What follows belongs to an exercise in optimizing a design on an open flow for small area; a production flow would make more cautious choices.
Only simulation tests tie the RTL to the original design; equivalence was not proved.
Power figures rest on the tool's default switching activity, not on a simulated workload.

// lcd_renderer
module lcd_renderer (
  input clk,
  input rst_n,
  input [99:0] game_table,
  output LCD_rst,
  output [1:0] LCD_cs,
  output LCD_rw,
  output LCD_di,
  output [7:0] LCD_data,
  output LCD_en
);
  wire ready, out_valid, we_s, we_f, y_last, x_last, init;
  wire [9:0] din;
  wire [3:0] col;
  wire [7:0] tap;
  wire [3:0] wb;
  wire [2:0] wm, page;
  RAM_ctrl ram_c (
    .game_table(game_table), .clk(clk), .rst_n(rst_n), .data_valid(out_valid),
    .y_last(y_last), .x_last(x_last), .init(init), .ready(ready),
    .we_s(we_s), .we_f(we_f), .din(din), .b(wb), .m(wm)
  );
  RAM R1 (.clk(clk), .we_s(we_s), .we_f(we_f), .first(init), .din(din), .b(wb), .m(wm),
          .col(col), .page(page), .dout(tap));
  LCD_control LCD_ctrl (
    .clk(clk), .rst_n(rst_n), .tap(tap), .ready(ready), .data_valid(out_valid),
    .col(col), .y_last(y_last), .x_last(x_last), .init(init), .page(page),
    .LCD_di(LCD_di), .LCD_rw(LCD_rw), .LCD_en(LCD_en), .LCD_rst(LCD_rst),
    .LCD_cs(LCD_cs), .LCD_data(LCD_data)
  );
endmodule
clock: 10.0 ns
lec_check: 0
cap_margin: 20
core_margin: 2
core_utilization: 70
gpl_timing_driven: 0
slew_margin: 20
buffer_ports_args: -buffer_cell sky130_fd_sc_hd__buf_1
cts_args: -sink_clustering_enable -repair_clock_nets -dont_use_dummy_load -buf_list sky130_fd_sc_hd__clkbuf_4 -sink_clustering_size 10 -sink_clustering_max_diameter 40
standard.sh (not shown) runs the stock make flow with config.mk's settings and CLKGATE_MAP_FILE= SYNTH_SCRIPT=/design/flow/synth_recipe.tcl, a recipe that flattens the netlist after the stock synthesis.
==> flow/flow/run.sh <==
#!/bin/bash
# Layout flow: the standard ORFS flow (standard.sh) with these changes:
#  - synthesis: the standard synthesis, but yosys abc maps the logic with
#    the area-oriented script flow/abc_area.script and no adder cells are
#    extracted (flow/synth_area.tcl); the registers are the standard
#    synthesis's;
#  - port buffers use the smallest buffer (buf_1) instead of ORFS's default
#    pick; every input and output port still gets its own buffer;
#  - clock tree synthesis builds leaf clusters of at most 10 sinks driven by
#    clkbuf_4 and inserts no dummy loads.
# Each tool's full output goes to a log file in this folder (make.log) and to
# ORFS's own per-step logs under orfs/logs/.
set -euo pipefail
export FLOW_SYNTH_TCL="$PWD/synth_recipe.tcl"
export FLOW_ABC_AREA_SCRIPT="$PWD/flow/abc_area.script"
cat >> config.mk <<'C'
export BUFFER_PORTS_ARGS = -buffer_cell sky130_fd_sc_hd__buf_1
export CTS_ARGS = -sink_clustering_enable -repair_clock_nets -dont_use_dummy_load -buf_list sky130_fd_sc_hd__clkbuf_4 -sink_clustering_size 10 -sink_clustering_max_diameter 40
C
bash standard.sh "SYNTH_SCRIPT=$PWD/flow/synth_area.tcl" finish > make.log 2>&1
==> flow/flow/abc_area.script <==
strash
&get -n
&fraig -x
&put
dc2
strash
&get -n
&dc2
&dch -f
&nf -R 2000 -C 20
&put
==> flow/flow/synth_area.tcl <==
# The standard synthesis (synth_recipe.tcl, sourced unchanged: ORFS's
# synth.tcl with yosys synth -nofsm -noshare, then flatten and rename) with
# two changes to the combinational logic only:
#  - yosys abc maps the logic with the area-oriented script
#    flow/abc_area.script instead of ORFS's delay-oriented one;
#  - half and full adders are not extracted into adder cells (extract_fa is
#    skipped), so abc maps the counters' increments with the rest.
# Flip-flops are mapped before abc and abc does not touch them, so the
# registers (count, names, cell types) are those of the standard synthesis.
proc abc {args} {
  set i [lsearch -exact $args -script]
  if {$i >= 0} { lset args [expr {$i + 1}] $::env(FLOW_ABC_AREA_SCRIPT) }
  yosys abc {*}$args
}
proc extract_fa {args} {}
source $::env(FLOW_SYNTH_TCL)
The starting point finished with timing, DRC and antenna clean.
Edit:
--- a/flow/config.mk
+++ b/flow/config.mk
@@ -10,3 +10,2 @@
 export CORE_UTILIZATION = 70
-export GPL_TIMING_DRIVEN = 0
 export SLEW_MARGIN = 20
Cell count is about the same.
Register-to-register slack is better by 110 ps.
Setup slack improves by 110 ps.
Sequential power is about the same.
Total power barely changes.
Die area does not change.
Global-route usage grows by 0.44 points.
Via count rose by 0.86%.
Critical path depth goes down by 1.
Final area stays flat.
Edit:
--- a/flow/flow/run.sh
+++ b/flow/flow/run.sh
@@ -17,3 +17,3 @@
 export BUFFER_PORTS_ARGS = -buffer_cell sky130_fd_sc_hd__buf_1
-export CTS_ARGS = -sink_clustering_enable -repair_clock_nets -dont_use_dummy_load -buf_list sky130_fd_sc_hd__clkbuf_4 -sink_clustering_size 10 -sink_clustering_max_diameter 40
+export CTS_ARGS = -sink_clustering_enable -repair_clock_nets -dont_use_dummy_load -buf_list sky130_fd_sc_hd__clkbuf_4 -sink_clustering_size 10 -sink_clustering_max_diameter 25
 C
==> flow/config.mk (replaced) <==
export PLATFORM = sky130hd
export DESIGN_NAME = lcd_renderer
export DESIGN_NICKNAME = lcd_renderer
export VERILOG_FILES = /design/flow/design.v
export SDC_FILE = /design/flow/constraint.sdc
export NUM_CORES = 4
export LEC_CHECK = 0
export CAP_MARGIN = 20
export CORE_MARGIN = 2
export CORE_UTILIZATION = 78
export SLEW_MARGIN = 20
export BUFFER_PORTS_ARGS = -buffer_cell sky130_fd_sc_hd__buf_1
export CTS_ARGS = -sink_clustering_enable -repair_clock_nets -dont_use_dummy_load -buf_list sky130_fd_sc_hd__clkbuf_4 -sink_clustering_size 10 -sink_clustering_max_diameter 25
The new run produced a clean layout.
Final area rises by 0.64%.
Worst setup slack gets worse by 17 ps.
Wire length rises by 29%.
Edit:
--- a/flow/flow/run.sh
+++ b/flow/flow/run.sh
@@ -8,3 +8,3 @@
 #    pick; every input and output port still gets its own buffer;
-#  - clock tree synthesis builds leaf clusters of at most 10 sinks driven by
+#  - clock tree synthesis builds leaf clusters of at most 11 sinks driven by
 #    clkbuf_4 and inserts no dummy loads.
@@ -17,3 +17,3 @@
 export BUFFER_PORTS_ARGS = -buffer_cell sky130_fd_sc_hd__buf_1
-export CTS_ARGS = -sink_clustering_enable -repair_clock_nets -dont_use_dummy_load -buf_list sky130_fd_sc_hd__clkbuf_4 -sink_clustering_size 10 -sink_clustering_max_diameter 25
+export CTS_ARGS = -sink_clustering_enable -repair_clock_nets -dont_use_dummy_load -buf_list sky130_fd_sc_hd__clkbuf_4 -sink_clustering_size 11 -sink_clustering_max_diameter 40
 C
==> flow/config.mk (replaced) <==
export PLATFORM = sky130hd
export DESIGN_NAME = lcd_renderer
export DESIGN_NICKNAME = lcd_renderer
export VERILOG_FILES = /design/flow/design.v
export SDC_FILE = /design/flow/constraint.sdc
export NUM_CORES = 4
export LEC_CHECK = 0
export CAP_MARGIN = 20
export CORE_MARGIN = 2
export CORE_UTILIZATION = 70
export SLEW_MARGIN = 20
export BUFFER_PORTS_ARGS = -buffer_cell sky130_fd_sc_hd__buf_1
export CTS_ARGS = -sink_clustering_enable -repair_clock_nets -dont_use_dummy_load -buf_list sky130_fd_sc_hd__clkbuf_4 -sink_clustering_size 11 -sink_clustering_max_diameter 40
=> Wire length decreases by 23%. Hold slack improves by 14 ps. Synthesized area stays the same.
Edit:
--- a/flow/flow/run.sh
+++ b/flow/flow/run.sh
@@ -8,3 +8,3 @@
 #    pick; every input and output port still gets its own buffer;
-#  - clock tree synthesis builds leaf clusters of at most 11 sinks driven by
+#  - clock tree synthesis builds leaf clusters of at most 10 sinks driven by
 #    clkbuf_4 and inserts no dummy loads.
@@ -17,3 +17,3 @@
 export BUFFER_PORTS_ARGS = -buffer_cell sky130_fd_sc_hd__buf_1
-export CTS_ARGS = -sink_clustering_enable -repair_clock_nets -dont_use_dummy_load -buf_list sky130_fd_sc_hd__clkbuf_4 -sink_clustering_size 11 -sink_clustering_max_diameter 40
+export CTS_ARGS = -sink_clustering_enable -repair_clock_nets -dont_use_dummy_load -buf_list sky130_fd_sc_hd__clkbuf_4 -sink_clustering_size 10 -sink_clustering_max_diameter 30
 C
--- a/flow/config.mk
+++ b/flow/config.mk
@@ -12,2 +12,2 @@
 export BUFFER_PORTS_ARGS = -buffer_cell sky130_fd_sc_hd__buf_1
-export CTS_ARGS = -sink_clustering_enable -repair_clock_nets -dont_use_dummy_load -buf_list sky130_fd_sc_hd__clkbuf_4 -sink_clustering_size 11 -sink_clustering_max_diameter 40
+export CTS_ARGS = -sink_clustering_enable -repair_clock_nets -dont_use_dummy_load -buf_list sky130_fd_sc_hd__clkbuf_4 -sink_clustering_size 10 -sink_clustering_max_diameter 30
What happened: The changed run completed with no timing, DRC or antenna violations; setup slack gains 4.7 ps; flip-flop and latch count stays the same; via count came out higher slightly; design area came out higher slightly; synthesized cell count does not change; clock skew came out higher by 6.4 ps; global-route usage is about the same; total power came out higher slightly; hold slack is about the same; wire length is about the same.
Edit:
--- a/flow/flow/run.sh
+++ b/flow/flow/run.sh
@@ -8,3 +8,3 @@
 #    pick; every input and output port still gets its own buffer;
-#  - clock tree synthesis builds leaf clusters of at most 10 sinks driven by
+#  - clock tree synthesis builds leaf clusters of at most 11 sinks driven by
 #    clkbuf_4 and inserts no dummy loads.
@@ -17,3 +17,3 @@
 export BUFFER_PORTS_ARGS = -buffer_cell sky130_fd_sc_hd__buf_1
-export CTS_ARGS = -sink_clustering_enable -repair_clock_nets -dont_use_dummy_load -buf_list sky130_fd_sc_hd__clkbuf_4 -sink_clustering_size 10 -sink_clustering_max_diameter 30
+export CTS_ARGS = -sink_clustering_enable -repair_clock_nets -dont_use_dummy_load -buf_list sky130_fd_sc_hd__clkbuf_4 -sink_clustering_size 11 -sink_clustering_max_diameter 30
 C
--- a/flow/config.mk
+++ b/flow/config.mk
@@ -12,2 +12,2 @@
 export BUFFER_PORTS_ARGS = -buffer_cell sky130_fd_sc_hd__buf_1
-export CTS_ARGS = -sink_clustering_enable -repair_clock_nets -dont_use_dummy_load -buf_list sky130_fd_sc_hd__clkbuf_4 -sink_clustering_size 10 -sink_clustering_max_diameter 30
+export CTS_ARGS = -sink_clustering_enable -repair_clock_nets -dont_use_dummy_load -buf_list sky130_fd_sc_hd__clkbuf_4 -sink_clustering_size 11 -sink_clustering_max_diameter 30
Effect:
- The changed run produced a clean layout
- total power barely changes
- cell count stays flat
- design area barely changes
- setup slack gains 6.8 ps
- clock power stays flat
- wire length stays flat
- synthesized cell count stays the same
- fmax hardly moves
- global-route usage rose by 0.12 points
- sequential power is about the same
- via count fell by 0.79%

[re-timing with driven ports]
Ports are ideal in the flow. The routed layouts listed here were re-timed in OpenROAD. Step 1 (the two cells are an assumption about what drives the block):
set clk [get_ports {clk}]
set_driving_cell -lib_cell sky130_fd_sc_hd__clkbuf_16 $clk
set_driving_cell -lib_cell sky130_fd_sc_hd__buf_2 [delete_from_list [all_inputs] $clk]
Step 2 also shifts input and output timing later by t, the mid clock arrival at the registers, as if the neighbouring blocks saw the same clock. Three values: no drivers, after step 1, after step 2; two values: the first two.
run	shift t [ns]	setup WS [ns]	worst data-port slew with drivers (ns)	cell pins on the clock port's net
the first run	0.696	5.107 / 5.083 / 5.083	0.06	1
the second run	0.688	5.217 / 5.194 / 5.194	0.07	1
the third run	0.763	5.200 / 5.177 / 5.177	0.07	1
the fourth run	0.678	5.210 / 5.187 / 5.187	0.07	1
the fifth run	0.694	5.215 / 5.192 / 5.192	0.07	1
the sixth run	0.706	5.221 / 5.199 / 5.199	0.07	1
After both steps setup and hold are still met in every run listed. The setup slack of the first run, which loses most, moves by -0.024 ns with the drivers and by -0.024 ns with both steps.
